This is an optimization exercise on Yosys and OpenROAD, whose aim is small area, a short achievable clock period and few clock cycles per item, not a production implementation. Only the layout flow was run in this run; the RTL was not checked for function there.

==> flow/design.v <==
module cordi_arch
(
	input [15:0] theta,
	input bgn,
	input clk,
	input rst_b,
	output [15:0] cos,
	output fin
);
reg [15:0] x, y, z;
reg busy, first, last, fin_r;
reg e1, e2, e3, n0;
reg xsub, xsub_n, yneg, yneg_n;
reg [2:0] hsx;
reg [3:0] lsx;
wire [3:0] ln = (~busy | first) ? 4'b0001 : {lsx[2:0], lsx[3]};
wire [2:0] hn = (~busy | first) ? 3'b001 : lsx[3] ? {hsx[1:0], hsx[2]} : hsx;
wire neg = z[15];
function [15:0] atan_tab;
	input [2:0] h;
	input [3:0] l;
	integer k;
	reg [15:0] a;
	begin
		atan_tab = 16'h0000;
		for (k = 4; k < 16; k = k + 1) begin
			a = (k == 4) ? 16'h03ff : (16'h4000 >> k);
			if (h[(k - 4) / 4] & l[(k - 4) % 4]) atan_tab = atan_tab | a;
		end
	end
endfunction
reg [15:0] atan0;
always @(*)
	case ({e1, e2, e3})
	3'b000: atan0 = 16'h6793;
	3'b001: atan0 = 16'h57a9;
	3'b010: atan0 = 16'h4837;
	3'b011: atan0 = 16'h384d;
	3'b100: atan0 = 16'h2c3b;
	3'b101: atan0 = 16'h1c51;
	3'b110: atan0 = 16'h0cdf;
	default: atan0 = 16'hfcf5;
	endcase
wire [15:0] atan = first ? atan0 : atan_tab(hsx, lsx);
function [15:0] ash;
	input [15:0] v;
	input [2:0] h;
	input [3:0] l;
	reg [15:0] m;
	integer j;
	begin
		for (j = 0; j < 16; j = j + 1)
			m[j] = (h[0] & v[j+4 > 15 ? 15 : j+4]) | (h[1] & v[j+8 > 15 ? 15 : j+8]) |
			       (h[2] & v[j+12 > 15 ? 15 : j+12]);
		for (j = 0; j < 16; j = j + 1)
			ash[j] = (l[0] & m[j]) | (l[1] & m[j+1 > 15 ? 15 : j+1]) |
			         (l[2] & m[j+2 > 15 ? 15 : j+2]) | (l[3] & m[j+3 > 15 ? 15 : j+3]);
	end
endfunction
wire [15:0] ysc = ash(y ^ {{8{~xsub_n}}, {8{xsub}}}, hsx, lsx);
wire [15:0] xsc = ash(x ^ {{8{~yneg_n}}, {8{yneg}}}, hsx, lsx);
wire ysgn = y[15] ^ ~xsub_n;
wire xsgn = x[15] ^ ~yneg_n;
wire [16:0] x_sum = {x, 1'b1} + {{5{ysgn}}, ysc[10:0], xsub};
wire [16:0] y_sum = {y, 1'b1} + {{5{xsgn}}, xsc[10:0], yneg};
wire [16:0] z_sum = {z, 1'b1} + {atan ^ {16{~neg}}, ~neg};
wire [15:0] x_add = x_sum[16:1];
wire [15:0] y_add = y_sum[16:1];
wire [15:0] z_add = z_sum[16:1];
wire [15:0] z_nxt = busy ? z_add : theta;
wire busy_nxt = busy ? ~last : bgn;
reg [15:0] x4, y4;
always @(*)
	case ({n0, e1 ^ n0, e2 ^ n0, e3 ^ n0})
	4'b0000: begin x4 = -16'sd775;  y4 = 16'd16321;   end
	4'b0001: begin x4 = 16'd3265;   y4 = 16'd16011;   end
	4'b0010: begin x4 = 16'd6995;   y4 = 16'd14768;   end
	4'b0011: begin x4 = 16'd10415;  y4 = 16'd12592;   end
	4'b0100: begin x4 = 16'd12592;  y4 = 16'd10415;   end
	4'b0101: begin x4 = 16'd14768;  y4 = 16'd6995;    end
	4'b0110: begin x4 = 16'd16011;  y4 = 16'd3265;    end
	4'b0111: begin x4 = 16'd16321;  y4 = -16'sd775;   end
	4'b1000: begin x4 = 16'd16324;  y4 = 16'd777;     end
	4'b1001: begin x4 = 16'd16012;  y4 = -16'sd3265;  end
	4'b1010: begin x4 = 16'd14769;  y4 = -16'sd6996;  end
	4'b1011: begin x4 = 16'd12591;  y4 = -16'sd10416; end
	4'b1100: begin x4 = 16'd10415;  y4 = -16'sd12592; end
	4'b1101: begin x4 = 16'd6995;   y4 = -16'sd14768; end
	4'b1110: begin x4 = 16'd3264;   y4 = -16'sd16011; end
	default: begin x4 = -16'sd778;  y4 = -16'sd16321; end
	endcase
function lt15;
	input [14:0] t, c;
	reg eq;
	integer k;
	begin
		lt15 = 1'b0;
		eq = 1'b1;
		for (k = 14; k >= 0; k = k - 1) begin
			lt15 = lt15 | (eq & c[k] & ~t[k]);
			eq = eq & ~(c[k] ^ t[k]);
		end
	end
endfunction
wire [14:0] t = theta[14:0];
wire n1_nxt = theta[15] ? lt15(t, 15'h4dbc) : lt15(t, 15'h3244);
wire n2_a = theta[15] ? lt15(t, 15'h3010) : lt15(t, 15'h1498);
wire n2_b = theta[15] ? lt15(t, 15'h6b68) : lt15(t, 15'h4ff0);
wire n2_nxt = n1_nxt ? n2_a : n2_b;
wire n3_11 = theta[15] ? lt15(t, 15'h2062) : lt15(t, 15'h04ea);
wire n3_10 = theta[15] ? lt15(t, 15'h3fbe) : lt15(t, 15'h2446);
wire n3_01 = theta[15] ? lt15(t, 15'h5bba) : lt15(t, 15'h4042);
wire n3_00 = theta[15] ? lt15(t, 15'h7b16) : lt15(t, 15'h5f9e);
wire n3_nxt = n1_nxt ? (n2_nxt ? n3_11 : n3_10) : (n2_nxt ? n3_01 : n3_00);
always @(posedge clk) begin
	x <= first ? x4 : x_add;
	y <= first ? y4 : ((busy & ~last) ? y_add : 16'h0000);
	z <= z_nxt;
	xsub <= ~z_nxt[15] & busy_nxt;
	xsub_n <= z_nxt[15] | ~busy_nxt;
	yneg <= z_nxt[15] & busy_nxt;
	yneg_n <= ~z_nxt[15] | ~busy_nxt;
	e1 <= n1_nxt ^ theta[15];
	e2 <= n2_nxt ^ theta[15];
	e3 <= n3_nxt ^ theta[15];
	n0 <= theta[15];
	hsx <= hn; lsx <= ln;
	first <= bgn & ~busy;
	last <= busy & hsx[2] & lsx[2];
end
always @(posedge clk or negedge rst_b) begin
	if (!rst_b) begin
		busy <= 1'b0;
		fin_r <= 1'b0;
	end else begin
		busy <= busy_nxt;
		fin_r <= busy & last;
	end
end
assign cos = x;
assign fin = fin_r;
endmodule
==> flow/flow/run.sh <==
#!/bin/bash
# Standard ORFS layout, with buf_2 port buffers and repair_timing aiming for a
# larger setup margin (on the worst path only: TNS_END_PERCENT 0 in config.mk).
set -euo pipefail
bash standard.sh "BUFFER_PORTS_ARGS=-buffer_cell sky130_fd_sc_hd__buf_2" SETUP_SLACK_MARGIN=6.9 finish > standard_flow.log 2>&1
==> flow/standard.sh <==
#!/bin/bash
# synth_recipe.tcl (not shown) runs the flow's synth.tcl, then flattens the netlist and writes it again
# the make line also repeats each setting of config.mk as NAME=value (left out here)
make -C /OpenROAD-flow-scripts/flow DESIGN_CONFIG=/design/flow/config.mk WORK_HOME=/design/flow/orfs CLKGATE_MAP_FILE= SYNTH_SCRIPT=/design/flow/synth_recipe.tcl "${@:-finish}"
==> flow/config.mk <==
export PLATFORM = sky130hd
export DESIGN_NAME = cordi_arch
export DESIGN_NICKNAME = cordi_arch
export VERILOG_FILES = /design/flow/design.v
export SDC_FILE = /design/flow/constraint.sdc
export NUM_CORES = 4
export LEC_CHECK = 0
export ABC_AREA = 1
export CAP_MARGIN = 20
export CORE_MARGIN = 2
export CORE_UTILIZATION = 40
export CTS_BUF_LIST = sky130_fd_sc_hd__clkbuf_8
export CTS_CLUSTER_SIZE = 30
export GPL_TIMING_DRIVEN = 0
export SLEW_MARGIN = 20
export TNS_END_PERCENT = 0
==> flow/constraint.sdc <==
create_clock -name core_clock -period 10.0 [get_ports {clk}]
set_input_delay 2.0000 -clock core_clock [delete_from_list [all_inputs] [get_ports {clk}]]
set_output_delay 2.0000 -clock core_clock [all_outputs]
set_load 0.01 [all_outputs]
==> impl_metrics.env <==
export IMPL_fin_crit_sh_pct=30.14
export IMPL_ys_ff_latch=67
export IMPL_setup_tns_final_ns=0
export IMPL_postLayoutCoreUtil_pct=46.72
export IMPL_cts_tree="done"
export IMPL_layout_min_cycle_time_ns=3.014
export IMPL_grt_overflow_total=0
export IMPL_port_buffers=33
export IMPL_yosysUniqueCellTypes=57
export IMPL_layout_common_cells="nand2_1, inv_1, nor2_1"
export IMPL_synthArstFlopShare_pct=2.985
export IMPL_multiInputGateArea_um2=5214
export IMPL_cts_max_level=3
export IMPL_syn_area_um2=6938
export IMPL_finalClockSkew_ns=0.01371
export IMPL_drc=0
export IMPL_syn_inst=1118
export IMPL_cts_sinks=67
export IMPL_die_w_um=135.7
export IMPL_tightest_slew_ns=0.7085
export IMPL_setup_worst_path_end_class="primary output"
export IMPL_dieArea_um2=18410
export IMPL_seq_area_um2=1356
export IMPL_hold_buffers=0
export IMPL_drv_slew=0
export IMPL_crit_buf_inv=1
export IMPL_ys_warn_count=1
export IMPL_postSynthAreaPerCell_um2=6.206
export IMPL_crit_arrival_ns=1.01
export IMPL_coreArea_um2=17120
export IMPL_drt_iter0_markers=834
export IMPL_wl_per_cell_um=16.37
export IMPL_globalplace_congestion=0.9438
export IMPL_slowest_stage="dfxtp_1"
export IMPL_cts_reportedPaths_clkPinSlew_ns=0.08
export IMPL_finalInstanceArea_um2=7996
export IMPL_place_area_um2=7390
export IMPL_start_kind="flip-flop"
export IMPL_crit_fanout=3
export IMPL_clockBufferDepth=2
export IMPL_slowest_delay_ns=0.46
export IMPL_hold_path_class="flip-flop to flip-flop"
export IMPL_ys_flop_type="dfxtp_1"
export IMPL_met2_usage_pct=35.55
export IMPL_io_pins=36
export IMPL_grt_setup_unrepaired="yes"
export IMPL_finalHoldViolCount=0
export IMPL_antenna_found_initial=0
export IMPL_ys_seq_area_share_pct=19.48
export IMPL_critical_path_required_ns=8.00
export IMPL_first_global_vias=6727
export IMPL_synthesis_nets=1196
export IMPL_viasPerCell=5.431
export IMPL_antennaDiodeCount=0
export IMPL_crit_chain="buf_2"
export IMPL_fin_ws_ns=6.986
export IMPL_final_antenna_net_count=0
export IMPL_num_vias=7641
export IMPL_relSlewSlack_pct=52.27
export IMPL_clk_latency_ns=0.38
export IMPL_setup_violations_final=0
export IMPL_wirelength_um=23030
export IMPL_crit_family="flip-flops"
export IMPL_grt_pass1_wl_um=35910
export IMPL_drt_first_pass_iters=5
export IMPL_grt_use_met3_pct=3.105
export IMPL_worstSetupPathType="flip-flop to primary output"
export IMPL_dp_hpwl_um=18380
export IMPL_start_util_pct=40.53
export IMPL_layout_drive_gt1_share_pct=17.26
export IMPL_grt_usage_pct=25.13
export IMPL_n_fill_cell=1860
export IMPL_fmax_ghz=0.3318
export IMPL_cts_made_buffers=9
export IMPL_syn2layout_area_growth_pct=15.26
export IMPL_drv_cap=0
export IMPL_final_common_cell="nand2_1"
export IMPL_status="finished clean"
export IMPL_synth_edf_count=0
export IMPL_use_met1_pct=38.08
export IMPL_root_buffer="clkbuf_8"
export IMPL_grt_busiest_layer="met1"
export IMPL_fp_dieH_um=135.7
export IMPL_rows=48
export IMPL_num_nets_final=1255
export IMPL_place_ws_ns=6.635
export IMPL_grt_max_degree=12
==> metrics by stage <==
stage	hold slack [ns]	instances
finish	0.4691	1407
global route	0.5002	1407
detailed placement	0.4554	1376
CTS	0.4772	1392
global placement	0.4692	1376
floorplan	0.4110	1118
==> layer usage <==
layer  wire length, um  vias to the layer above
met3              1581                       53
met1             11290                     3418
met2              9353                      295
met4               799                        0
li1                  -                     3875
met5                 0                        -
==> worst paths after layout <==
| path | cells after the start | start | slack [ns] | to |
|---|---|---|---|---|
| setup / recovery | 1 | x[11] | 6.99 | cos[11] |
| hold / removal | 2 | last | 0.47 | fin_r |
| setup reg to reg | 17 | hsx[1] | 7.02 | x[14] |
| hold reg to reg | 2 | last | 0.47 | fin_r |
| max in group asynchronous | 1 | rst_b | 8.49 | busy |
| min in group asynchronous | 1 | rst_b | 1.40 | fin_r |
==> final cells by class <==
type	count	share of cell area [%]
plain buffers	36	2.723
clock buffers	9	1.549
clock inverters	7	0.7667
inverters	120	5.805
multi-input cells	895	65.20
flip-flops and latches	67	16.96
well taps	225	3.521
repair buffers	48	3.474
==> kinds of logic after synthesis <==
logic type	after synthesis	synth area share (%)
buffers and inverters	156	9.251
AND/OR/NAND/NOR	520	31.88
XOR/XNOR	47	5.933
flip-flops	67	19.48
adder cells (fa/ha/maj)	59	10.86
AO/OA/AOI/OAI	269	22.60
==> registers in the layout, indices dropped and copies added, names as in the netlist, 3 cells and up <==
signal and cells:
hsx 3, lsx 4, x 16, y 16
z 16
==> cells in the mapped netlist, types with 3 or more instances <==
library cell	count	area share, %
a21boi_0	4	0.43
a21o_1	9	0.97
a21oi_1	78	5.6
a22oi_1	4	0.43
a31oi_1	4	0.36
buf_2	14	1.0
buf_4	8	0.87
clkbuf_1	10	0.54
clkinv_1	4	0.22
dfxtp_1	65	19
ha_1	57	10
inv_1	104	5.6
inv_2	12	0.65
nand2_1	298	16
nand2_2	9	0.81
nand3_1	70	5.0
nand3b_1	6	0.65
nand4_1	7	0.63
nor2_1	98	5.3
nor2_2	3	0.27
nor2_4	3	0.49
nor3_1	10	0.72
nor3_2	4	0.58
o2111ai_1	8	1.0
o211ai_1	9	0.97
o21ai_0	105	7.6
o21ai_1	5	0.36
o21ai_2	4	0.50
o221ai_1	6	0.76
o22ai_1	14	1.3
o31ai_1	3	0.32
or2_2	4	0.36
xnor2_1	14	1.8
xor2_1	33	4.2
==> what timing repair did <==
item | in CTS | in global routing
setup buffers | 0 | 15
gates resized for setup | 8 | 104
endpoints found under the setup margin | 13 | 38
pin swaps | 0 | 29

## port drivers added, routing unchanged
In the flow no input, the clock included, has a driving cell. The finished layout below was timed again as built, in two steps.
Step 1 assumes that a clkbuf_16 drives the clock port and a buf_2 every other input.
Step 2 moves the port delays by t, midway between the first and last clock arrival at a register: inputs arrive t later, outputs are due t later. That takes back most of the time a late clock gives input paths.
Slacks: no drivers / after step 1 / after step 2; pairs: no drivers / after step 1.
t (ns): 0.409
slack for setup (ns): 6.986 / 6.946 / 6.668
worst slew at a driven data input, ns: 0.03
pins driven straight from the clock port: 1
After both steps setup and hold are still met in this run. The setup slack of this run moves by -0.040 ns with the drivers and by -0.318 ns with both steps.
